This design comes from an exercise in tuning for small area on the open sky130 flow, not from production work.
The RTL was checked by simulation tests, not by an equivalence proof against the original design.
No activity file was given, so power comes from the tool's default toggle rates.

[flow/run.sh]
#!/bin/bash
set -euo pipefail
here=$(pwd)
sed "s|SYNTH_SCRIPT=[^ ]*|SYNTH_SCRIPT=$here/flow/my_synth.tcl|" standard.sh > my_standard.sh
grep -q "SYNTH_SCRIPT=$here/flow/my_synth.tcl" my_standard.sh
bash my_standard.sh synth > synth_run.log 2>&1
export BUFFER_PORTS_ARGS="-buffer_cell sky130_fd_sc_hd__buf_1"
export CTS_ARGS="-sink_clustering_enable -repair_clock_nets -buf_list sky130_fd_sc_hd__clkbuf_8 -dont_use_dummy_load"
bash standard.sh > standard_run.log 2>&1
[flow/area.abc]
strash
ifraig
&get -n
&deepsyn -T 60
&put
dch -f
amap
[flow/my_synth.tcl]
# synth_recipe.tcl (ORFS synthesis without Yosys's fsm and share passes, then
# flattened and renamed), except that the ABC step runs flow/area.abc, an
# area-oriented script, in place of ORFS's own. The registers are mapped
# before ABC runs, so they are the standard synthesis's.
proc synth {args} { yosys synth -nofsm -noshare {*}$args }
set my_abc_script [file normalize [file join [file dirname [info script]] area.abc]]
proc my_abc_args {args_in} {
  set out {}
  set skip ""
  foreach a $args_in {
    if {$skip eq "-script"} { lappend out -script $::my_abc_script; set skip ""; continue }
    if {$skip eq "-D"} { set skip ""; continue }
    if {$a eq "-script" || $a eq "-D"} { set skip $a; continue }
    lappend out $a
  }
  return $out
}
set fh [open $::env(SCRIPTS_DIR)/synth.tcl]
set src [read $fh]
close $fh
set src [string map [list {log_cmd abc {*}$abc_args} {log_cmd abc {*}[my_abc_args $abc_args]}] $src]
if {[string first {my_abc_args $abc_args} $src] < 0} { error "abc call not found in synth.tcl" }
uplevel #0 $src
# left out here: clear keep_hierarchy, flatten, clean up, hide names made inside functions, write 1_2_yosys.v
[standard.sh]
#!/bin/bash
# synth_recipe.tcl (not shown) runs the flow's synth.tcl, then flattens the netlist and writes it again
# the make line also repeats each setting of config.mk as NAME=value (left out here)
make -C /OpenROAD-flow-scripts/flow DESIGN_CONFIG=/design/flow/config.mk WORK_HOME=/design/flow/orfs CLKGATE_MAP_FILE= SYNTH_SCRIPT=/design/flow/synth_recipe.tcl "${@:-finish}"
[config.mk]
export PLATFORM = sky130hd
export DESIGN_NAME = ctrl_microondas
export DESIGN_NICKNAME = ctrl_microondas
export VERILOG_FILES = /design/flow/design.v
export SDC_FILE = /design/flow/constraint.sdc
export NUM_CORES = 4
export LEC_CHECK = 0
export ABC_AREA = 1
export CAP_MARGIN = 20
export CORE_MARGIN = 2
export CORE_UTILIZATION = 60
export SLEW_MARGIN = 20
[constraint.sdc]
create_clock -name core_clock -period 10.0 [get_ports {clock}]
set_input_delay 2.0000 -clock core_clock [delete_from_list [all_inputs] [get_ports {clock}]]
set_output_delay 2.0000 -clock core_clock [all_outputs]
set_load 0.01 [all_outputs]
[design.v]
module edge_detector
(
  input clock, reset, din,
  output reg rising
);
  reg        waiting;
  reg        ready;
  reg [16:0] lfsr;
  wire at_start = lfsr == 17'd0;
  wire wrap     = ready && at_start;
  wire clear    = rising || wrap;
  wire at_130   = !lfsr[0] && lfsr[4] && lfsr[9] && !lfsr[15];
  always @(posedge clock or posedge reset)
  begin
    if (reset == 1'b1) begin
      rising  <= 1'b0;
      waiting <= 1'b0;
    end
    else begin
      rising <= !rising && !waiting && din;
      if (rising)
        waiting <= 1'b1;
      else if (!din && ready)
        waiting <= 1'b0;
    end
  end
  always @(posedge clock)
  begin
    lfsr  <= ~({17{clear}} | {lfsr[15:0], lfsr[16] ^ lfsr[13]});
    ready <= !clear && (ready || at_130);
  end
endmodule
module edge_detector_no_count
(
  input clock, reset, din,
  output rising
);
  reg din_reg;
  assign rising = !din_reg && din;
  always @(posedge clock or posedge reset)
  begin
    if (reset == 1'b1)
      din_reg <= 1'b0;
    else
      din_reg <= din;
  end
endmodule
module dspl_drv_NexysA7
(
  input clock, reset,
  input [6:0] count_sec, count_min,
  input [1:0] potencia,
  output [7:0] an, dec_cat
);
  reg [6:0] prescaler;
  reg [2:0] dig_selection;
  reg [3:0] selected_dig;
  wire tick = prescaler == 7'h71;
  always @(posedge clock or posedge reset)
  begin
    if (reset == 1'b1) begin
      prescaler     <= 7'h30;
      dig_selection <= 3'd0;
    end
    else begin
      prescaler <= {prescaler[5:0], prescaler[6] ^ prescaler[5] ^ tick};
      if (tick)
        dig_selection <= dig_selection + 3'd1;
    end
  end
  wire [6:0] value = dig_selection[1] ? count_min : count_sec;
  wire [3:0] digit = dig_selection[0] ? value / 7'd10 : value % 7'd10;
  always @(posedge clock)
    if (tick)
      selected_dig <= digit;
  wire show_timer = dig_selection != 3'd0 && dig_selection[2:1] != 2'b11 && dig_selection != 3'd5;
  wire show_power = dig_selection == 3'd6;
  wire [3:0] d = show_timer ? selected_dig : 4'd0;
  assign an = {2'b11, !show_power, 1'b1,
               !(dig_selection == 3'd4), !(dig_selection == 3'd3),
               !(dig_selection == 3'd2), !(dig_selection == 3'd1)};
  reg [6:0] seg;
  always @*
  begin
    case (d)
      4'h0 : seg = 7'b0000001;
      4'h1 : seg = 7'b1001111;
      4'h2 : seg = 7'b0010010;
      4'h3 : seg = 7'b0000110;
      4'h4 : seg = 7'b1001100;
      4'h5 : seg = 7'b0100100;
      4'h6 : seg = 7'b0100000;
      4'h7 : seg = 7'b0001111;
      4'h8 : seg = 7'b0000000;
      4'h9 : seg = 7'b0000100;
      4'hA : seg = 7'b0001000;
      4'hB : seg = 7'b1100000;
      4'hC : seg = 7'b0110001;
      4'hD : seg = 7'b1000010;
      4'hE : seg = 7'b0110000;
      default : seg = 7'b0111000;
    endcase
  end
  wire [7:0] pot_cat = (potencia == 2'd1) ? 8'b11101111 :
                       (potencia == 2'd2) ? 8'b11111101 :
                       (potencia == 2'd3) ? 8'b01111111 :
                       8'b11111111;
  assign dec_cat = show_power ? pot_cat : {seg, 1'b1};
endmodule
module timer
(
    input start, stop, pause, clock, reset,
    input [6:0] min,
    input [5:0] sec,
    input [1:0] potencia,
    output reg done,
    output [7:0] an, dec_cat
);
    reg [1:0] EA;
    reg [6:0] count_sec;
    reg [6:0] count_min;
    reg [16:0] clock_count;
    reg start_int, stop_int;
    reg pause_int, pause_wait, pause_ready;
    reg [7:0] pause_cnt;
    wire ck1seg_rise = clock_count == 17'h19201;
    wire sec_zero = count_sec == 7'd0;
    wire pause_130 = !pause_cnt[0] && pause_cnt[2] && pause_cnt[3] && pause_cnt[4] && pause_cnt[5] && pause_cnt[6];
    always @(posedge clock or posedge reset)
    begin
        if (reset) begin
            start_int  <= 1'b0;
            stop_int   <= 1'b0;
            pause_int  <= 1'b0;
            pause_wait <= 1'b0;
        end
        else begin
            start_int <= start;
            stop_int  <= stop;
            pause_int <= !pause_int && !pause_wait && pause;
            if (pause_int)
                pause_wait <= 1'b1;
            else if (!pause && pause_ready)
                pause_wait <= 1'b0;
        end
    end
    always @(posedge clock)
    begin
        pause_cnt   <= ~({8{pause_int}} | {pause_cnt[6:0], pause_cnt[7] ^ pause_cnt[2]});
        pause_ready <= !pause_int && (pause_ready || pause_130);
    end
    always @(posedge clock or posedge reset)
    begin
        if (reset)
            clock_count <= 17'h1a626;
        else
            clock_count <= {clock_count[15:0], clock_count[16] ^ clock_count[13] ^ ck1seg_rise};
    end
    always @(posedge clock or posedge reset)
    begin
        if (reset) begin
            EA <= 2'd0;
            done <= 1'b0;
        end else begin
            case (EA)
                2'd0: begin
                    if (start_int)
                        EA <= 2'd1;
                end
                2'd1: begin
                    done <= 1'b0;
                    if (pause_int)
                        EA <= 2'd2;
                    else if (stop_int || (sec_zero && count_min == 7'd0)) begin
                        EA <= 2'd0;
                        done <= 1'b1;
                    end
                end
                2'd2: begin
                    if (pause_int || start_int)
                        EA <= 2'd1;
                    else if (stop_int) begin
                        EA <= 2'd0;
                        done <= 1'b1;
                    end
                end
                default: ;
            endcase
        end
    end
    always @(posedge clock or posedge reset)
    begin
        if (reset) begin
            count_sec <= 7'd0;
            count_min <= 7'd0;
        end else if (ck1seg_rise) begin
            if (EA == 2'd0) begin
                count_sec <= {1'b0, sec};
                count_min <= (min >= 7'd100) ? 7'd99 : min;
            end
            if (EA == 2'd1) begin
                if (sec_zero && count_min != 7'd0) begin
                    count_sec <= 7'd59;
                    count_min <= count_min - 7'd1;
                end else
                    count_sec <= count_sec - 7'd1;
            end
        end
    end
    dspl_drv_NexysA7 display(.clock(clock), .reset(reset), .count_sec(count_sec),
                             .count_min(count_min), .potencia(potencia), .an(an), .dec_cat(dec_cat));
endmodule
module ctrl_microondas
(
  input clock, reset,
  input start, stop, pause, porta, mais, menos, potencia, sec_mod,
  input [1:0] min_mod,
  input [2:0] presets,
  output [2:0] potencia_rgb,
  output [7:0] an, dec_cat
);
  reg [1:0] EA, potencia_int;
  reg [6:0] min_int;
  reg [5:0] sec_int;        
  reg cook_led;
  reg inc10;                
  wire start_int, stop_int, pause_int, mais_int, menos_int, done_int, done_timer, pause_timer, preset_neg, preset_edge;
  assign potencia_rgb = cook_led ? {potencia_int == 2'd3, potencia_int == 2'd2, potencia_int == 2'd1} : 3'b000;
  assign preset_neg = presets == 3'd0;
  assign pause_timer = (EA == 2'd1 && (pause_int || porta)) || (EA == 2'd2 && pause_int && !porta);
  wire sec_zero = sec_int == 6'd0;
  wire min_zero = min_int == 7'd0;
  always @(posedge clock or posedge reset) begin
    if (reset)
      cook_led <= 1'b0;
    else
      cook_led <= EA == 2'd1 || (EA == 2'd3 && cook_led);
  end
  edge_detector stop_left     (.clock(clock), .reset(reset), .din(stop),  .rising(stop_int));
  edge_detector pause_center  (.clock(clock), .reset(reset), .din(pause), .rising(pause_int));
  edge_detector start_right   (.clock(clock), .reset(reset), .din(start), .rising(start_int));
  edge_detector mais_up       (.clock(clock), .reset(reset), .din(mais),  .rising(mais_int));
  edge_detector menos_down    (.clock(clock), .reset(reset), .din(menos), .rising(menos_int));
  edge_detector_no_count timer_done    (.clock(clock), .reset(reset), .din(done_timer), .rising(done_int));
  edge_detector_no_count preset_detect (.clock(clock), .reset(reset), .din(preset_neg), .rising(preset_edge));
  timer timer_int (.clock(clock), .reset(reset), .start(start_int && !porta), .stop(stop_int), .pause(pause_timer),
                   .min(min_int), .sec(sec_int), .potencia(potencia_int),
                   .done(done_timer), .an(an), .dec_cat(dec_cat));
  always @(posedge clock or posedge reset) begin
    if (reset) begin
      EA <= 2'd0;
    end else begin
      case (EA)
        2'd0: begin
          if (start_int && !porta) EA <= 2'd1;
          if (preset_edge) EA <= 2'd3;
        end
        2'd1: begin
          if (pause_int || porta) EA <= 2'd2;
          if (stop_int) EA <= 2'd3;
          if (done_int) EA <= 2'd3;
          if (sec_zero && min_zero) EA <= 2'd0;
        end
        2'd2: begin
          if ((pause_int || start_int) && !porta) EA <= 2'd1;
          if (stop_int) EA <= 2'd3;
        end
        default: EA <= 2'd0;
      endcase
    end
  end
  always @(posedge clock)
    inc10 <= min_mod[1] || (!min_mod[0] && sec_mod);
  wire sec_mode = min_mod == 2'd0;
  wire carry  = mais_int && (inc10 ? sec_int >= 6'd50 : sec_int == 6'd59);
  wire borrow = menos_int && !min_zero && (inc10 ? sec_int <= 6'd9 : sec_zero);
  wire min_step = sec_mode ? (carry || borrow) : (mais_int || menos_int);
  wire min_down = sec_mode ? borrow : menos_int;
  wire min_big  = !sec_mode && inc10;
  wire [6:0] min_delta = min_down ? (min_big ? -7'd10 : -7'd1) : (min_big ? 7'd10 : 7'd1);
  wire [6:0] min_sum = min_int + min_delta;
  wire min_sat = !sec_mode && menos_int && (inc10 ? min_int <= 7'd10 : min_int <= 7'd1);
  reg [5:0] sec_delta;
  reg       sec_clear;
  always @* begin
    sec_clear = 1'b0;
    if (menos_int) begin
      if (!inc10)
        sec_delta = sec_zero ? (min_zero ? 6'd0 : 6'd59) : -6'd1;
      else if (sec_int <= 6'd9) begin
        sec_delta = 6'd50;
        sec_clear = min_zero;
      end else
        sec_delta = -6'd10;
    end else begin
      if (!inc10)
        sec_delta = (sec_int == 6'd59) ? 6'd5 : 6'd1;
      else
        sec_delta = (sec_int >= 6'd50) ? -6'd50 : 6'd10;
    end
  end
  wire [5:0] sec_sum = sec_clear ? 6'd0 : sec_int + sec_delta;
  always @(posedge clock or posedge reset) begin
    if (reset) begin
      min_int <= 7'd0;
      sec_int <= 6'd0;
      potencia_int <= 2'd2;
    end else begin
      if (EA == 2'd0) begin
        case (presets)
          3'd0: begin
            if (!potencia) begin
              if (min_sat)
                min_int <= 7'd0;
              else if (min_step)
                min_int <= min_sum;
              else if (min_int > 7'd99)
                min_int <= 7'd99;
              if (sec_mode && (mais_int || menos_int))
                sec_int <= sec_sum;
            end else begin
              if (mais_int && potencia_int != 2'd3)
                potencia_int <= potencia_int + 2'd1;
              if (menos_int && potencia_int != 2'd1)
                potencia_int <= potencia_int - 2'd1;
            end
          end
          3'd1: begin
            min_int <= 7'd99;
            sec_int <= 6'd30;
            potencia_int <= 2'd1;
          end
          3'd2: begin
            min_int <= 7'd3;
            sec_int <= 6'd30;
            potencia_int <= 2'd2;
          end
          3'd4: begin
            min_int <= 7'd1;
            sec_int <= 6'd15;
            potencia_int <= 2'd3;
          end
          default: ;
        endcase
      end
      if ((EA == 2'd1 && done_int) || EA == 2'd3) begin
        sec_int <= 6'd0;
        min_int <= 7'd0;
      end
    end
  end
endmodule
==> impl_metrics.py, run 1 <==
metrics = {
    "run_status": {
        "outcome": "complete, no violations",
    },
    "clock_tree": {
        "clk_latency_ns": 0.46,
        "numCtsBuffers": 17,
        "clk_pin_slew_ns": 0.09,
        "cts-root-buf": "clkbuf_8",
        "cts_tree": "yes",
        "cts_resized": 0,
        "htree_levels": 4,
        "cts_buffer_depth": 2,
        "cts_sinks": 182,
        "postCtsSetupBuffers": 0,
        "ctsHoldBuffers": 0,
    },
    "placed_design": {
        "place_area_sq_um": 7849,
        "port_buffers": 29,
        "dpl.cell_count": 1006,
        "dp_hpwl_um": 10860,
        "place_congestion": 0.9406,
    },
    "min_path": {
        "min_path_type": "reg -> reg",
    },
    "die": {
        "start_util_pct": 61.82,
        "die_h_um": 115.7,
        "ioPinCount": 34,
        "die_area_sq_um": 13390,
        "core_sq_um": 12110,
        "die_w_um": 115.7,
        "num_rows": 40,
    },
    "logic_synthesis": {
        "ys.flop_type": "dfxtp_1",
        "ys_types": 50,
        "ys_seq_elements": 182,
        "syn_avg_cell_area_sq_um": 9.312,
        "synth_edf_count": 4,
        "mappedNetlistArea_sq_um": 7487,
        "synthCells": 804,
        "ys_seq_area_share_pct": 54.60,
        "ys_async_sr_fraction_pct": 42.86,
        "yosys_warnings": 5,
    },
    "global_route": {
        "grt_use_total_pct": 23.60,
        "grt_pass1_vias": 5594,
        "grt_max_degree": 79,
        "grt.overflow.total": 0,
        "antenna_found_initial": 0,
        "grt_pass1_wl_um": 24930,
    },
    "routing": {
        "wirelength_um": 14730,
        "viasPerCell": 5.612,
        "wl_per_cell_um": 14.39,
        "firstDrtPassIters": 5,
        "ant_nets": 0,
        "drt_iter0_drc": 343,
        "drc": 0,
        "vias": 5747,
    },
    "finish": {
        "layout.nets": 911,
        "diodes": 0,
        "final_common_cell": "nor2_1",
        "multi_input_area_sq_um": 3024,
        "register_area_sq_um": 4088,
        "final_cells": 1024,
        "fin_area_sq_um": 8103,
        "area_growth_pct": 8.222,
        "layout_common_cells": "nor2_1 (177), dfxtp_1 (100), clkinv_1 (98)",
        "fill_cells": 1010,
        "drive_gt1_share_pct": 4.439,
    },
    "job": {
        "maxCapViolCount": 0,
    },
    "sta": {
        "tightest_slew_ns": 0.9380,
        "max_freq_mhz": 185.5,
        "period_needed_ns": 5.389,
        "setup_viol": 0,
        "drv_slew": 0,
        "finalHoldViolCount": 0,
        "slew_headroom_pct": 36.93,
        "setup_tns_ns": 0,
        "post-route-period-util_pct": 53.89,
        "rsz0062_at_grt": "no",
        "clock_skew_ns": 0.02522,
    },
    "setup_path": {
        "worstPathRequired_ns": 8.00,
        "critical_path_arrival_ns": 3.39,
        "worstPathMaxFanout": 12,
        "start_kind": "register",
        "crit_type": "reg -> out",
        "end_kind": "output port",
    },
    "pwr": {
        "p_leak_nw": 3.359,
        "power_density_nw_per_um2": 258.8,
        "vdd_drop_max_uv": 223.3,
    },
}
cell usage after synthesis (6+ instances only):
cell type	count	area share [%]
nor2_1	177	8.9
dfxtp_1	100	27
clkinv_1	99	5.0
dfrtp_1	67	22
nand2_1	42	2.1
o21ai_0	37	2.5
ha_1	36	6.0
a21oi_1	34	2.3
nor3_1	20	1.3
o22ai_1	17	1.4
nand3_1	16	1.1
or4_1	15	1.5
o21a_1	14	1.4
or2_0	12	1.0
dfstp_2	11	3.9
nor4_1	9	0.75
a211oi_1	8	0.80
o32ai_1	8	0.94
a221oi_1	6	0.70
a31oi_1	6	0.50
metrics by stage:
step                setup slack [ns]  hold WS [ns]  power (mW)  utilization (%)
floorplan                      5.575        0.3454       1.573                -
finish                         4.611        0.3454       2.097            66.90
CTS                            4.601        0.3493       2.113            66.74
global placement               5.327        0.3556       1.712            64.80
global route                   4.236        0.3487       2.258            66.90
detailed placement             5.084        0.3542       1.744            64.80
per-layer routing:
layer | up-vias | wire length, um | global-route usage, %
met1 | 2696 | 6628 | 29.24
met5 | - | 0 | 0
li1 | 2866 | - | -
met3 | 26 | 782 | 5.910
met4 | 0 | 257 | 8.810
met2 | 159 | 7063 | 40.16
report_power, final:
part	internal, mW	leakage [nW]	switching, mW
combinational	0.229	1.37	0.327
sequential	1.00	1.87	0.172
clock	0.150	0.122	0.215
total	1.38	3.36	0.714
area by class of cell:
type,instances,share of cell area [%]
timing repair buffer,36,2.146
multi-input combinational,522,37.32
tap,168,2.594
clock buffer,17,2.888
inverter,99,4.602
sequential,182,50.45
path summary, 6_finish.rpt:
check | startpoint | to | slack (ns) | depth (start not counted)
worst max register to register | timer_int.clock_count[9]$_DFF_PP1_ | timer_int.count_min[6]$_DFFE_PP0N_ | 6.12 | 13
min in group asynchronous | reset | timer_int.clock_count[4]$_DFF_PP0_ | 1.65 | 3
worst min register to register | timer_int.clock_count[9]$_DFF_PP1_ | timer_int.clock_count[10]$_DFF_PP1_ | 0.35 | 0
worst min-delay path | timer_int.clock_count[9]$_DFF_PP1_ | timer_int.clock_count[10]$_DFF_PP1_ | 0.35 | 0
worst max-delay path | timer_int.display.dig_selection[1]$_DFFE_PP0N_ | dec_cat[2] | 4.61 | 12
max in group asynchronous | reset | timer_int.clock_count[16]$_DFF_PP1_ | 7.69 | 4
cell families (layout without fill, tap and decap cells):
| group | Yosys count | after routing | share of synthesized area [%] |
|---|---|---|---|
| XOR/XNOR | 3 | 3 | 0.3510 |
| other | 1 | 4 | 0.05009 |
| AO/OA/AOI/OAI | 164 | 164 | 14.39 |
| adder cells (fa/ha/maj) | 38 | 38 | 6.551 |
| buffers and inverters | 103 | 152 | 5.364 |
| flip-flops | 182 | 182 | 54.60 |
| AND/OR/NAND/NOR | 313 | 313 | 18.70 |
critical path, stage by stage, from the launching register on:
cell and delay [ns]:
dfrtp_1 0.56, clkinv_1 0.34, ha_1 0.30, o32ai_1 0.38, nand2_1 0.22, clkinv_1 0.12, ha_1 0.17, clkinv_1 0.09
o21ai_0 0.24, or2_0 0.17, nor2_1 0.06, a31oi_1 0.13, buf_1 0.16
==> run 2: changes to the inputs <==
--- a/design.v
+++ b/design.v
@@ -70,12 +70,13 @@
   end
   wire [6:0] value = dig_selection[1] ? count_min : count_sec;
   wire [3:0] digit = dig_selection[0] ? value / 7'd10 : value % 7'd10;
-  always @(posedge clock)
-    if (tick)
-      selected_dig <= digit;
-  wire show_timer = dig_selection != 3'd0 && dig_selection[2:1] != 2'b11 && dig_selection != 3'd5;
+  always @(posedge clock or posedge reset)
+    if (reset == 1'b1)
+      selected_dig <= 4'd0;
+    else if (tick)
+      selected_dig <= dig_selection[2] ? 4'd0 : digit;
   wire show_power = dig_selection == 3'd6;
-  wire [3:0] d = show_timer ? selected_dig : 4'd0;
+  wire [3:0] d = selected_dig;
   assign an = {2'b11, !show_power, 1'b1,
                !(dig_selection == 3'd4), !(dig_selection == 3'd3),
                !(dig_selection == 3'd2), !(dig_selection == 3'd1)};
@@ -125,6 +126,7 @@
     reg [7:0] pause_cnt;
     wire ck1seg_rise = clock_count == 17'h19201;
     wire sec_zero = count_sec == 7'd0;
+    wire [6:0] count_dec = (sec_zero && count_min != 7'd0 ? count_min : count_sec) - 7'd1;
     wire pause_130 = !pause_cnt[0] && pause_cnt[2] && pause_cnt[3] && pause_cnt[4] && pause_cnt[5] && pause_cnt[6];
     always @(posedge clock or posedge reset)
     begin
@@ -201,9 +203,9 @@
             if (EA == 2'd1) begin
                 if (sec_zero && count_min != 7'd0) begin
                     count_sec <= 7'd59;
-                    count_min <= count_min - 7'd1;
+                    count_min <= count_dec;
                 end else
-                    count_sec <= count_sec - 7'd1;
+                    count_sec <= count_dec;
             end
         end
     end
--- a/config.mk
+++ b/config.mk
@@ -6,7 +6,7 @@
 export NUM_CORES = 4
 export LEC_CHECK = 0
 export ABC_AREA = 1
-export CAP_MARGIN = 20
+export CAP_MARGIN = 0
 export CORE_MARGIN = 2
 export CORE_UTILIZATION = 60
-export SLEW_MARGIN = 20
+export SLEW_MARGIN = 0
==> impl_metrics.py, run 2 <==
metrics = {
    "logic_synthesis": {
        "synth_area_leaders": "dfxtp_1 (27%), dfrtp_1 (24%), nor2_1 (7.5%)",
        "yosys.area.top_type": "dfxtp_1",
        "syn_avg_cell_area_sq_um": 9.377,
        "ys_seq_area_share_pct": 54.98,
        "synthCells": 789,
        "synth_fa_ha_area_share_pct": 6.122,
        "synthMuxAreaShare_pct": 0,
        "ys_seq_elements": 182,
        "synth_edf_count": 0,
        "yosysMostFrequentCell": "nor2_1",
        "ys_types": 49,
        "ys.flop_type": "dfxtp_1",
        "mappedNetlistArea_sq_um": 7398,
        "synth_compound_area_share_pct": 15.00,
        "yosysTopAreaCellShare_pct": 27.06,
        "synth_xor_area_share_pct": 0,
        "yosys_warnings": 5,
        "ys_async_sr_fraction_pct": 45.05,
        "synthSimpleGateAreaFrac_pct": 18.06,
        "synthTopCellsByCount": "nor2_1 (148), clkinv_1 (106), dfxtp_1 (100)",
        "synth_top_family_by_area": "simple AND/OR/NAND/NOR gates",
    },
    "global_route": {
        "grt_max_degree": 83,
        "grt_use_total_pct": 23.80,
        "grt_pass1_wl_um": 25060,
        "grt.overflow.total": 0,
        "antenna_found_initial": 0,
        "grt_pass1_vias": 5599,
    },
    "sta": {
        "post-route-period-util_pct": 43.29,
        "setup_viol": 0,
        "slew_headroom_pct": 31.69,
        "clock_skew_ns": 0.02620,
        "drv_slew": 0,
        "hold_slack_ns": 0.3670,
        "worst_slack_ns": 5.671,
        "tightest_slew_ns": 1.025,
        "finalHoldViolCount": 0,
        "max_freq_mhz": 231.0,
        "rsz0062_at_grt": "no",
        "period_needed_ns": 4.329,
        "setup_tns_ns": 0,
    },
    "routing": {
        "drt_iter0_drc": 305,
        "wirelength_um": 14840,
        "vias": 5716,
        "firstDrtPassIters": 4,
        "wl_per_cell_um": 15.04,
        "ant_nets": 0,
        "viasPerCell": 5.791,
        "drc": 0,
    },
    "setup_path": {
        "r2r_start": "sec_int[1]$_DFFE_PP0P_",
        "ff2ff_setup_slack_ns": 6.14,
        "worstPathMaxFanout": 8,
        "crit_type": "reg -> out",
        "end_kind": "output port",
        "critical_path_arrival_ns": 2.33,
        "r2r_cells": 17,
        "worstPathRequired_ns": 8.00,
        "start_kind": "register",
        "r2r-end": "min_int[5]$_DFFE_PP0P_",
    },
    "die": {
        "ioPinCount": 34,
        "die_h_um": 115.0,
        "die_w_um": 115.0,
        "die_area_sq_um": 13240,
        "start_util_pct": 61.59,
        "core_sq_um": 12010,
        "num_rows": 40,
    },
    "finish": {
        "layout.nets": 892,
        "utilization_pct": 66.33,
        "diodes": 0,
        "drive_gt1_share_pct": 4.405,
        "area_growth_pct": 7.695,
        "final_common_cell": "nor2_1",
        "fill_cells": 1010,
        "fin_area_sq_um": 7968,
        "layout_common_cells": "nor2_1 (148), clkinv_1 (105), dfxtp_1 (100)",
        "final_cells": 987,
    },
    "placed_design": {
        "place_area_sq_um": 7734,
        "port_buffers": 29,
        "dpl.cell_count": 970,
        "place_congestion": 0.9265,
        "place_ws_ns": 5.321,
        "dp_hpwl_um": 10970,
    },
    "clock_tree": {
        "postCtsSetupBuffers": 0,
        "ctsHoldBuffers": 0,
        "cts_buffer_depth": 2,
        "cts_sinks": 182,
        "cts_tree": "yes",
        "cts_resized": 0,
        "numCtsBuffers": 17,
        "clk_pin_slew_ns": 0.08,
        "cts-root-buf": "clkbuf_8",
        "htree_levels": 4,
        "clk_latency_ns": 0.45,
    },
    "min_path": {
        "min_path_type": "reg -> reg",
        "worst_hold_path.num_cells": 0,
        "hp-start": "timer_int.clock_count[9]$_DFF_PP1_",
        "hold_end": "timer_int.clock_count[10]$_DFF_PP1_",
    },
    "pwr": {
        "p_total_mw": 2.075,
        "power_density_nw_per_um2": 260.5,
        "p_leak_nw": 3.372,
        "vdd_drop_max_uv": 188.5,
    },
    "run_status": {
        "outcome": "complete, no violations",
    },
    "job": {
        "maxCapViolCount": 0,
    },
}
## run 2: metal layers
| layer | global-route usage (%) | vias to the layer above | part of all wire (%) |
|---|---|---|---|
| met5 | 0 | - | 0 |
| met4 | 9.719 | 0 | 2.1 |
| met3 | 5.061 | 23 | 3.9 |
| met2 | 39.65 | 124 | 48 |
| met1 | 30.39 | 2739 | 46 |
| li1 | - | 2830 | - |
## run 2: how the worst max path moves through the flow
| stage | startpoint | to | slack [ns] | cells past startpoint |
|---|---|---|---|---|
| finish | timer_int.display.dig_selection[0]$_DFFE_PP0N_ | dec_cat[4] | 5.67 | 7 |
| global route | min_mod[1] | min_int[5]$_DFFE_PP0P_ | 5.48 | 16 |
| CTS | timer_int.display.dig_selection[0]$_DFFE_PP0N_ | dec_cat[4] | 5.65 | 7 |
| detailed placement | min_mod[0] | min_int[5]$_DFFE_PP0P_ | 5.32 | 16 |
| global placement | min_mod[1] | min_int[6]$_DFFE_PP0P_ | 5.47 | 16 |
| floorplan | min_mod[1] | min_int[6]$_DFFE_PP0P_ | 5.73 | 15 |
## run 2: critical path: stages, from the launching register on
cell      delay, ns
dfrtp_1        0.43
clkinv_1       0.16
ha_1           0.24
nand2_1        0.21
o21ai_0        0.18
or4_1          0.43
o21ai_0        0.09
buf_1          0.17
## run 2: where the power goes
part / internal (mW) / total [mW] / switching (mW) / leakage [nW]
clock: 0.150 / 0.362 / 0.212 / 0.122
sequential: 1.00 / 1.18 / 0.178 / 1.90
combinational: 0.216 / 0.532 / 0.315 / 1.35
## run 2: layout make-up
| type | instances | area (sq um) | area share (%) |
|---|---|---|---|
| clock buffers | 17 | 234.0 | 2.937 |
| repair buffers | 35 | 153.9 | 1.932 |
| multi-input cells | 500 | 2929 | 36.76 |
| flip-flops and latches | 182 | 4068 | 51.05 |
| inverters | 106 | 399.1 | 5.009 |
| well taps | 147 | 183.9 | 2.308 |
## run 2: cells by family after synthesis
| group | after synthesis |
|---|---|
| and+or+nand+nor | 295 |
| buffers and inverters | 110 |
| other | 1 |
| AOI/OAI and AO/OA | 166 |
| DFF | 182 |
| adders and majority gates | 35 |
==> run 3: changes to the inputs <==
--- a/config.mk
+++ b/config.mk
@@ -6,7 +6,7 @@
 export NUM_CORES = 4
 export LEC_CHECK = 0
 export ABC_AREA = 1
-export CAP_MARGIN = 0
+export CAP_MARGIN = 20
 export CORE_MARGIN = 2
 export CORE_UTILIZATION = 60
-export SLEW_MARGIN = 0
+export SLEW_MARGIN = 20
==> impl_metrics.py, run 3 <==
metrics = {
    "run_status": {
        "outcome": "complete, no violations",
    },
    "logic_synthesis": {
        "yosys.area.top_type": "dfxtp_1",
        "ys_async_sr_fraction_pct": 45.05,
        "yosysMostFrequentCell": "nor2_1",
        "ys_seq_area_share_pct": 54.98,
        "syn_avg_cell_area_sq_um": 9.377,
        "synth_area_leaders": "dfxtp_1 (27%), dfrtp_1 (24%), nor2_1 (7.5%)",
        "yosysTopAreaCellShare_pct": 27.06,
        "synthCells": 789,
        "ys_types": 49,
        "yosys_warnings": 5,
        "ys_seq_elements": 182,
        "ys.flop_type": "dfxtp_1",
        "mappedNetlistArea_sq_um": 7398,
        "synth_edf_count": 0,
        "synthTopCellsByCount": "nor2_1 (148), clkinv_1 (106), dfxtp_1 (100)",
    },
    "sta": {
        "post-route-period-util_pct": 43.27,
        "slew_headroom_pct": 30.22,
        "period_needed_ns": 4.327,
        "finalHoldViolCount": 0,
        "max_freq_mhz": 231.1,
        "setup_tns_ns": 0,
        "rsz0062_at_grt": "no",
        "worst_slack_ns": 5.673,
        "hold_slack_ns": 0.3670,
        "drv_slew": 0,
        "clock_skew_ns": 0.02620,
        "setup_viol": 0,
        "tightest_slew_ns": 1.037,
    },
    "clock_tree": {
        "clk_pin_slew_ns": 0.08,
        "clk_latency_ns": 0.45,
        "cts_tree": "yes",
        "cts_resized": 0,
        "cts_buffer_depth": 2,
        "numCtsBuffers": 17,
        "cts_sinks": 182,
        "postCtsSetupBuffers": 0,
        "htree_levels": 4,
        "cts-root-buf": "clkbuf_8",
        "ctsHoldBuffers": 0,
    },
    "global_route": {
        "grt_use_total_pct": 23.80,
        "grt.overflow.total": 0,
        "grt_pass1_vias": 5599,
        "grt_max_degree": 83,
        "grt_pass1_wl_um": 25060,
        "antenna_found_initial": 0,
    },
    "routing": {
        "drt_iter0_drc": 305,
        "wl_per_cell_um": 15.04,
        "wirelength_um": 14850,
        "drc": 0,
        "ant_nets": 0,
        "vias": 5714,
        "firstDrtPassIters": 6,
        "viasPerCell": 5.789,
    },
    "placed_design": {
        "dpl.cell_count": 970,
        "dp_hpwl_um": 10970,
        "place_area_sq_um": 7734,
        "place_ws_ns": 5.321,
        "place_congestion": 0.9265,
        "port_buffers": 29,
    },
    "min_path": {
        "hp-start": "timer_int.clock_count[9]$_DFF_PP1_",
        "worst_hold_path.num_cells": 0,
        "hold_end": "timer_int.clock_count[10]$_DFF_PP1_",
        "min_path_type": "reg -> reg",
    },
    "setup_path": {
        "start_kind": "register",
        "r2r-end": "min_int[5]$_DFFE_PP0P_",
        "ff2ff_setup_slack_ns": 6.14,
        "worstPathRequired_ns": 8.00,
        "crit_type": "reg -> out",
        "critical_path_arrival_ns": 2.33,
        "path_depth": 7,
        "slowest_stage": "dfrtp_1",
        "critPathMostFrequentCell": "o21ai_0",
        "end_kind": "output port",
        "crit_path_max_incr_delay_ns": 0.43,
        "r2r_start": "sec_int[1]$_DFFE_PP0P_",
        "crit_path_cell_trace": "clkinv_1 > ha_1 > nand2_1 > o21ai_0 > or4_1 > o21ai_0 > buf_1",
        "critPathBufInv": 2,
        "path_delay_family": "simple AND/OR/NAND/NOR gates",
        "worstPathMaxFanout": 8,
        "r2r_cells": 17,
    },
    "die": {
        "core_sq_um": 12010,
        "die_w_um": 115.0,
        "die_area_sq_um": 13240,
        "num_rows": 40,
        "ioPinCount": 34,
        "start_util_pct": 61.59,
        "die_h_um": 115.0,
    },
    "pwr": {
        "p_total_mw": 2.075,
        "vdd_drop_max_uv": 188.5,
        "power_density_nw_per_um2": 260.4,
        "p_leak_nw": 3.373,
    },
    "finish": {
        "diodes": 0,
        "fin_area_sq_um": 7971,
        "final_cells": 987,
        "area_growth_pct": 7.746,
        "layout_common_cells": "nor2_1 (148), clkinv_1 (105), dfxtp_1 (100)",
        "utilization_pct": 66.36,
        "drive_gt1_share_pct": 4.405,
        "layout.nets": 892,
        "final_common_cell": "nor2_1",
    },
    "job": {
        "maxCapViolCount": 0,
    },
}
## run 3: cell types whose count changed in the layout (fill, tap and decap cells not counted)
cell   previous run  this run
buf_4             6         5
buf_6             0         1
## run 3: kinds of logic after synthesis
group,Yosys count,share of synthesized area [%]
buffers and inverters,110,5.784
AND/OR/NAND/NOR,295,18.06
other,1,0.05069
flip-flops,182,54.98
AO/OA/AOI/OAI,166,15.00
adder cells (fa/ha/maj),35,6.122
## run 3: report_power, final
part	switching [mW]	total (mW)	internal [mW]
Sequential	0.178	1.18	1.00
Clock	0.212	0.362	0.150
Combinational	0.315	0.532	0.216
Total	0.705	2.08	1.37
## run 3: worst reg2reg max path: cells and delay by family, from the launching register on
family          cells  cell delay [ns]
fa+ha+maj           2             0.51
buf+inv             2             0.35
compound gates      7             1.69
simple gates        6             0.71
flops               1             0.48
## run 3: routing by layer
metal	track usage (%)	part of all wire, %	vias to the layer above
met1	30.39	46	2742
met5	0	0	-
met2	39.65	49	119
met3	5.061	3.7	21
li1	-	-	2832
met4	9.719	2.0	0
## run 3: area by class of cell
type,instances,area [sq um]
Fill cell,1011,4040
Clock buffer,17,234.0
Sequential cell,182,4068
Tap cell,147,183.9
Multi-Input combinational cell,500,2929
Timing Repair Buffer,35,157.7
Inverter,106,399.1
## run 3: worst max-delay path by stage
| stage | startpoint | slack, ns | end |
|---|---|---|---|
| finish | timer_int.display.dig_selection[0]$_DFFE_PP0N_ | 5.67 | dec_cat[4] |
| global route | min_mod[1] | 5.48 | min_int[5]$_DFFE_PP0P_ |
| CTS | timer_int.display.dig_selection[0]$_DFFE_PP0N_ | 5.65 | dec_cat[4] |
| detailed placement | min_mod[0] | 5.32 | min_int[5]$_DFFE_PP0P_ |
| global placement | min_mod[1] | 5.47 | min_int[6]$_DFFE_PP0P_ |
| floorplan | min_mod[1] | 5.73 | min_int[6]$_DFFE_PP0P_ |
==> run 4: changes to the inputs <==
==> flow/area.abc (replaced) <==
strash
ifraig
&get -n
&deepsyn -T 60
&put
dch -f
amap -F 4 -A 8
--- a/flow/my_synth.tcl
+++ b/flow/my_synth.tcl
@@ -1,7 +1,11 @@
 # synth_recipe.tcl (ORFS synthesis without Yosys's fsm and share passes, then
-# flattened and renamed), except that the ABC step runs flow/area.abc, an
-# area-oriented script, in place of ORFS's own. The registers are mapped
-# before ABC runs, so they are the standard synthesis's.
+# flattened and renamed), except that:
+# - the ABC step runs flow/area.abc, an area-oriented script, in place of
+#   ORFS's own;
+# - adders are not extracted into half/full-adder cells before ABC, so ABC
+#   optimises them with the rest of the logic.
+# The registers are mapped before ABC runs, so they are the standard
+# synthesis's.
 proc synth {args} { yosys synth -nofsm -noshare {*}$args }
 set my_abc_script [file normalize [file join [file dirname [info script]] area.abc]]
 proc my_abc_args {args_in} {
@@ -20,5 +24,7 @@
 close $fh
 set src [string map [list {log_cmd abc {*}$abc_args} {log_cmd abc {*}[my_abc_args $abc_args]}] $src]
 if {[string first {my_abc_args $abc_args} $src] < 0} { error "abc call not found in synth.tcl" }
+set src [string map [list {extract_fa {*}[dont_use_extract_fa_args]} {puts "extract_fa skipped"}] $src]
+if {[string first {extract_fa skipped} $src] < 0} { error "extract_fa call not found in synth.tcl" }
 uplevel #0 $src
 # left out here: clear keep_hierarchy, flatten, clean up, hide names made inside functions, write 1_2_yosys.v
--- a/config.mk
+++ b/config.mk
@@ -6,7 +6,7 @@
 export NUM_CORES = 4
 export LEC_CHECK = 0
 export ABC_AREA = 1
-export CAP_MARGIN = 20
+export CAP_MARGIN = 0
 export CORE_MARGIN = 2
 export CORE_UTILIZATION = 60
-export SLEW_MARGIN = 20
+export SLEW_MARGIN = 0
==> impl_metrics.py, run 4 <==
metrics = {
    "run_status": {
        "outcome": "complete, no violations",
    },
    "sta": {
        "rsz0062_at_grt": "no",
        "clock_skew_ns": 0.02785,
        "hold_slack_ns": 0.3588,
        "period_needed_ns": 4.805,
        "slew_headroom_pct": 25.98,
        "setup_tns_ns": 0,
        "post-route-period-util_pct": 48.05,
        "setup_viol": 0,
        "drv_slew": 0,
        "finalHoldViolCount": 0,
        "tightest_slew_ns": 1.095,
        "max_freq_mhz": 208.1,
    },
    "routing": {
        "viasPerCell": 5.762,
        "wl_per_cell_um": 15.09,
        "ant_nets": 0,
        "drt_iter0_drc": 451,
        "wirelength_um": 14200,
        "drc": 0,
        "firstDrtPassIters": 7,
        "vias": 5422,
    },
    "die": {
        "num_rows": 39,
        "die_w_um": 111.6,
        "start_util_pct": 61.07,
        "die_h_um": 111.6,
        "core_sq_um": 11370,
        "die_area_sq_um": 12450,
        "ioPinCount": 34,
    },
    "logic_synthesis": {
        "ys_seq_elements": 182,
        "synthCells": 748,
        "ys_async_sr_fraction_pct": 45.05,
        "synth_fa_ha_area_share_pct": 0,
        "synth_compound_area_share_pct": 16.29,
        "yosys_warnings": 5,
        "ys_seq_area_share_pct": 58.59,
        "yosys.area.top_type": "dfxtp_1",
        "yosysMostFrequentCell": "nor2_1",
        "synth_area_leaders": "dfxtp_1 (29%), dfrtp_1 (26%), nor2_1 (9.2%)",
        "yosysTopAreaCellShare_pct": 28.83,
        "syn_avg_cell_area_sq_um": 9.282,
        "mappedNetlistArea_sq_um": 6943,
        "synth_edf_count": 0,
        "ys.flop_type": "dfxtp_1",
        "synthMuxAreaShare_pct": 0,
        "synth_top_family_by_area": "simple AND/OR/NAND/NOR gates",
        "ys_types": 45,
        "synth_xor_area_share_pct": 0,
        "synthSimpleGateAreaFrac_pct": 19.88,
        "synthTopCellsByCount": "nor2_1 (170), dfxtp_1 (100), clkinv_1 (88)",
    },
    "min_path": {
        "min_path_type": "reg -> reg",
    },
    "setup_path": {
        "worstPathRequired_ns": 8.00,
        "crit_type": "reg -> out",
        "start_kind": "register",
        "worstPathMaxFanout": 13,
        "critical_path_arrival_ns": 2.81,
        "end_kind": "output port",
    },
    "clock_tree": {
        "postCtsSetupBuffers": 0,
        "clk_latency_ns": 0.44,
        "cts_resized": 0,
        "cts_sinks": 182,
        "numCtsBuffers": 17,
        "ctsHoldBuffers": 0,
        "htree_levels": 4,
        "clk_pin_slew_ns": 0.07,
        "cts-root-buf": "clkbuf_8",
        "cts_tree": "yes",
        "cts_buffer_depth": 2,
    },
    "placed_design": {
        "port_buffers": 29,
        "dp_hpwl_um": 10540,
        "place_area_sq_um": 7273,
        "place_congestion": 0.9766,
    },
    "global_route": {
        "grt_use_total_pct": 24.07,
        "grt_max_degree": 83,
        "grt_pass1_wl_um": 24250,
        "grt_pass1_vias": 5272,
        "antenna_found_initial": 0,
        "grt.overflow.total": 0,
    },
    "pwr": {
        "clock_power_share_pct": 18.4,
        "vdd_drop_max_uv": 232.1,
        "seqPwrFrac_pct": 58.5,
        "power_density_nw_per_um2": 259.7,
        "p_comb_share_pct": 23.1,
        "p_int_mw": 1.301,
        "p_sw_share_pct": 33.27,
        "p_total_mw": 1.950,
        "p_leak_nw": 3.016,
        "switching_power_mw": 0.6486,
    },
    "finish": {
        "final_common_cell": "nor2_1",
        "area_growth_pct": 8.128,
        "fin_area_sq_um": 7507,
        "layout_common_cells": "nor2_1 (170), dfxtp_1 (100), clkinv_1 (87)",
        "diodes": 0,
        "drive_gt1_share_pct": 4.637,
        "layout.nets": 815,
        "utilization_pct": 66.03,
    },
    "job": {
        "maxCapViolCount": 0,
    },
}
[run 4: cell types whose count changed after synthesis, sizes merged, moves of 4 or more]
cell and delta:
o211ai +4, nand2 -20, nor2b -7, o221ai +5, a222oi -8, clkinv -18
nor2 +22, o21ai -8, o21a +5, ha -33, nor3 +9
[run 4: metal layers]
layer  vias up  GRT usage [%]  wire [um]
met4         0          8.477        227
li1       2712              -          -
met1      2572          32.46       6752
met3        20          5.661        527
met5         -              0          0
met2       118          38.58       6688
[run 4: worst max-delay path, cell delays in order, from the launching register on]
cell	delay, ns
dfrtp_1	0.57
clkinv_1	0.40
nor3_1	0.70
or2_0	0.27
nor3_1	0.08
a31oi_1	0.20
buf_1	0.17
[run 4: metrics by stage]
step | instances | setup slack [ns]
after global placement | 924 | 5.174
after detailed placement | 924 | 5.066
final | 941 | 5.195
after global routing | 941 | 4.970
after CTS | 941 | 5.230
after floorplan | 751 | 5.579
[run 4: path summary, 6_finish.rpt]
path	cells after the start	startpoint	slack, ns	end
setup / recovery	6	timer_int.display.dig_selection[1]$_DFFE_PP0N_	5.19	dec_cat[7]
min in group asynchronous	3	reset	1.87	timer_int.display.prescaler[2]$_DFF_PP0_
hold reg to reg	0	timer_int.clock_count[9]$_DFF_PP1_	0.36	timer_int.clock_count[10]$_DFF_PP1_
hold / removal	0	timer_int.clock_count[9]$_DFF_PP1_	0.36	timer_int.clock_count[10]$_DFF_PP1_
max in group asynchronous	3	reset	7.45	timer_int.count_min[3]$_DFFE_PP0N_
setup reg to reg	16	timer_int.clock_count[9]$_DFF_PP1_	5.54	timer_int.count_min[5]$_DFFE_PP0N_
[run 4: final cells by class]
type                    count  area [sq um]
repair buffers             34         146.4
inverters                  88         331.6
fillers                   928          3862
multi-input cells         477          2549
well taps                 143         178.9
clock buffers              17         234.0
flip-flops and latches    182          4068
[run 4: logic make-up after synthesis]
family | count (synthesis)
other cells | 1
simple gates | 304
compound gates | 169
flops | 182
buf+inv | 92
[run 4: power groups by stage]
stage          Sequential [mW]  Clock [mW]  Combinational (mW)
3_5_place_dp              1.15           0               0.448
6_report                  1.14       0.359               0.450
3_3_place_gp              1.14           0               0.426
5_1_grt                   1.17       0.396               0.518
4_1_cts                   1.14       0.371               0.449
2_1_floorplan             1.10           0               0.346
==> run 5: changes to the inputs <==
==> flow/area.abc (replaced) <==
strash
ifraig
&get -n
&deepsyn -T 150
&put
dch -f
amap -F 4 -A 8
==> impl_metrics.py, run 5 <==
metrics = {
    "setup_path": {
        "crit_path_cell_trace": "buf_1 > nor2_1 > clkinv_1 > o21ai_0 > clkinv_1 > nor2_1 > o22ai_1 > nor2_1 > a311oi_1 > nor3_1 > nand3_1 > nand3_1 > nor2_1 > a31oi_1 > o21ai_0 > o22ai_1 > a21oi_1",
        "slowest_stage": "o21ai_0",
        "r2r_start": "sec_int[2]$_DFFE_PP0P_",
        "worstSetupStartpoint": "min_mod[1]",
        "worstPathMaxFanout": 7,
        "end_kind": "register",
        "ff2ff_setup_slack_ns": 5.79,
        "start_kind": "input port",
        "worstPathRequired_ns": 10.31,
        "critPathBufInv": 3,
        "critPathMostFrequentCell": "nor2_1",
        "path_delay_family": "compound AO/OA/AOI/OAI gates",
        "critical_path_arrival_ns": 5.49,
        "crit_type": "in -> reg",
        "crit_path_max_incr_delay_ns": 0.63,
    },
    "clock_tree": {
        "cts_resized": 0,
        "htree_levels": 4,
        "cts_sinks": 182,
        "clk_pin_slew_ns": 0.08,
        "cts_buffer_depth": 2,
        "postCtsSetupBuffers": 0,
        "numCtsBuffers": 17,
        "ctsHoldBuffers": 0,
        "cts-root-buf": "clkbuf_8",
        "clk_latency_ns": 0.43,
        "cts_tree": "yes",
    },
    "min_path": {
        "min_path_type": "reg -> reg",
        "hp-start": "timer_int.display.prescaler[4]$_DFF_PP1_",
    },
    "sta": {
        "max_freq_mhz": 193.1,
        "drv_slew": 0,
        "post-route-period-util_pct": 51.77,
        "slew_headroom_pct": 32.39,
        "tightest_slew_ns": 1.014,
        "rsz0062_at_grt": "no",
        "setup_viol": 0,
        "period_needed_ns": 5.177,
        "setup_tns_ns": 0,
        "finalHoldViolCount": 0,
        "clock_skew_ns": 0.02841,
    },
    "pwr": {
        "vdd_drop_max_uv": 249.5,
        "p_leak_nw": 2.976,
        "p_sw_share_pct": 34.29,
        "p_comb_share_pct": 25.2,
        "switching_power_mw": 0.7093,
        "seqPwrFrac_pct": 57.3,
        "p_int_mw": 1.359,
        "clock_power_share_pct": 17.4,
        "p_total_mw": 2.069,
        "power_density_nw_per_um2": 276.6,
    },
    "logic_synthesis": {
        "synth_compound_area_share_pct": 16.52,
        "ys_seq_elements": 182,
        "ys_async_sr_fraction_pct": 45.05,
        "yosysMostFrequentCell": "nor2_1",
        "synthMuxAreaShare_pct": 0,
        "synthCells": 744,
        "syn_avg_cell_area_sq_um": 9.303,
        "ys_types": 52,
        "ys.flop_type": "dfxtp_1",
        "ys_seq_area_share_pct": 58.77,
        "synthTopCellsByCount": "nor2_1 (164), dfxtp_1 (100), clkinv_1 (86)",
        "mappedNetlistArea_sq_um": 6922,
        "yosys_warnings": 5,
        "synth_area_leaders": "dfxtp_1 (29%), dfrtp_1 (26%), nor2_1 (8.9%)",
        "yosysTopAreaCellShare_pct": 28.92,
        "synthSimpleGateAreaFrac_pct": 19.56,
        "synth_top_family_by_area": "simple AND/OR/NAND/NOR gates",
        "synth_edf_count": 0,
        "synth_fa_ha_area_share_pct": 0,
        "synth_xor_area_share_pct": 0,
        "yosys.area.top_type": "dfxtp_1",
    },
    "global_route": {
        "grt_max_degree": 83,
        "grt_pass1_wl_um": 23890,
        "antenna_found_initial": 0,
        "grt.overflow.total": 0,
        "grt_use_total_pct": 23.73,
        "grt_pass1_vias": 5284,
    },
    "finish": {
        "diodes": 0,
        "fill_cells": 896,
        "area_growth_pct": 8.044,
        "layout.nets": 811,
        "drive_gt1_share_pct": 4.534,
        "layout_common_cells": "nor2_1 (164), dfxtp_1 (100), clkinv_1 (85)",
        "final_common_cell": "nor2_1",
    },
    "job": {
        "maxCapViolCount": 0,
    },
    "die": {
        "die_area_sq_um": 12410,
        "start_util_pct": 61.14,
        "ioPinCount": 34,
        "core_sq_um": 11320,
        "die_h_um": 111.4,
        "die_w_um": 111.4,
        "num_rows": 39,
    },
    "routing": {
        "firstDrtPassIters": 5,
        "viasPerCell": 5.886,
        "drc": 0,
        "vias": 5515,
        "ant_nets": 0,
        "drt_iter0_drc": 480,
        "wirelength_um": 14230,
        "wl_per_cell_um": 15.19,
    },
    "placed_design": {
        "port_buffers": 29,
        "place_congestion": 0.9374,
        "dp_hpwl_um": 10280,
    },
    "run_status": {
        "outcome": "complete, no violations",
    },
}
run 5: logic make-up (layout without fill, tap and decap cells):
kind of cell / count (synthesis) / after routing
buffers and inverters: 90 / 137
AO/OA/AOI/OAI: 172 / 172
flip-flops: 182 / 182
other: 1 / 4
AND/OR/NAND/NOR: 299 / 299
run 5: layout make-up:
class / instances / area [sq um] / area share, %
tap: 143 / 178.9 / 2.393
sequential: 182 / 4068 / 54.39
inverter: 86 / 324.1 / 4.333
clock buffer: 17 / 234.0 / 3.129
timing repair buffer: 34 / 146.4 / 1.957
multi-input combinational: 475 / 2527 / 33.80
run 5: path summary, 6_finish.rpt:
kind | to | depth (start not counted)
max | min_int[2]$_DFFE_PP0P_ | 17
min | timer_int.display.prescaler[5]$_DFF_PP1_ | 0
max reg2reg | min_int[2]$_DFFE_PP0P_ | 19
min reg2reg | timer_int.display.prescaler[5]$_DFF_PP1_ | 0
max in group asynchronous | timer_int.display.prescaler[3]$_DFF_PP0_ | 3
min in group asynchronous | timer_int.clock_count[4]$_DFF_PP0_ | 3
run 5: power groups by stage:
stage	logic (mW)	registers [mW]	clock network, mW
after global routing	0.601	1.22	0.397
after global placement	0.494	1.19	0
after CTS	0.521	1.18	0.370
after detailed placement	0.519	1.20	0
after floorplan	0.404	1.14	0
final	0.522	1.19	0.361
run 5: worst register-to-register path, cell delays in order, from the launching register on:
cell       delay, ns
dfrtp_1         0.36
clkinv_1        0.20
nand2_1         0.19
nor3_1          0.06
nor2_1          0.08
a2111oi_0       0.08
o21ai_0         0.64
clkinv_1        0.29
nor2_1          0.20
o22ai_1         0.11
nor2_1          0.13
a311oi_1        0.08
nor3_1          0.37
nand3_1         0.21
nand3_1         0.26
nor2_1          0.13
a31oi_1         0.30
o21ai_0         0.18
o22ai_1         0.15
a21oi_1         0.06
run 5: layer usage:
layer	GRT usage, %	part of all wire, %
met5	0	0
met4	8.971	1.6
met3	5.934	4.1
met2	38.33	48
met1	31.26	46
run 5: stage by stage:
| stage | hold slack, ns | utilization [%] | cells | instance area, sq um | setup WS (ns) |
|---|---|---|---|---|---|
| floorplan | 0.3454 | - | 747 | 6933 | 5.270 |
| global placement | 0.3499 | 63.99 | 920 | 7244 | 4.764 |
| detailed placement | 0.3570 | 63.99 | 920 | 7244 | 4.510 |
| CTS | 0.3659 | 66.06 | 937 | 7478 | 4.974 |
| global route | 0.3684 | 66.06 | 937 | 7478 | 4.461 |
| finish | 0.3661 | 66.06 | 937 | 7478 | 4.823 |

-- re-timing with driven ports --
The results above use ideal ports. As a check the final layouts listed here were re-extracted and re-timed, cells and wires unchanged.
Step 1 assumes that a clkbuf_16 drives the clock port and a buf_2 every other input.
Step 2 also shifts input and output timing later by t, the mid clock arrival at the registers, as if the neighbouring blocks saw the same clock.
a / b / c = ideal ports / drivers / drivers and shift; a / b = the first two.
| run | t, ns | setup WS [ns] | hold slack, ns | clock arrival spread, ns | slew at the worst register clock pin (ns) |
|---|---|---|---|---|---|
| run 1 | 0.479 | 4.611 / 4.574 / 5.053 | 0.345 / 0.345 / 0.345 | 0.028 / 0.028 | 0.09 / 0.09 |
| run 2 | 0.468 | 5.671 / 5.635 / 5.277 | 0.367 / 0.367 / 0.367 | 0.039 / 0.038 | 0.10 / 0.10 |
| run 3 | 0.469 | 5.673 / 5.636 / 5.276 | 0.367 / 0.367 / 0.367 | 0.038 / 0.037 | 0.10 / 0.10 |
| run 4 | 0.465 | 5.195 / 5.157 / 5.033 | 0.359 / 0.359 / 0.359 | 0.031 / 0.031 | 0.09 / 0.09 |
| run 5 | 0.456 | 4.823 / 4.837 / 4.382 | 0.366 / 0.366 / 0.366 | 0.029 / 0.029 | 0.09 / 0.09 |
After both steps setup and hold are still met in every run listed. For run 5, which loses most, drivers alone change the setup slack by +0.014 ns; drivers and shift together by -0.441 ns.
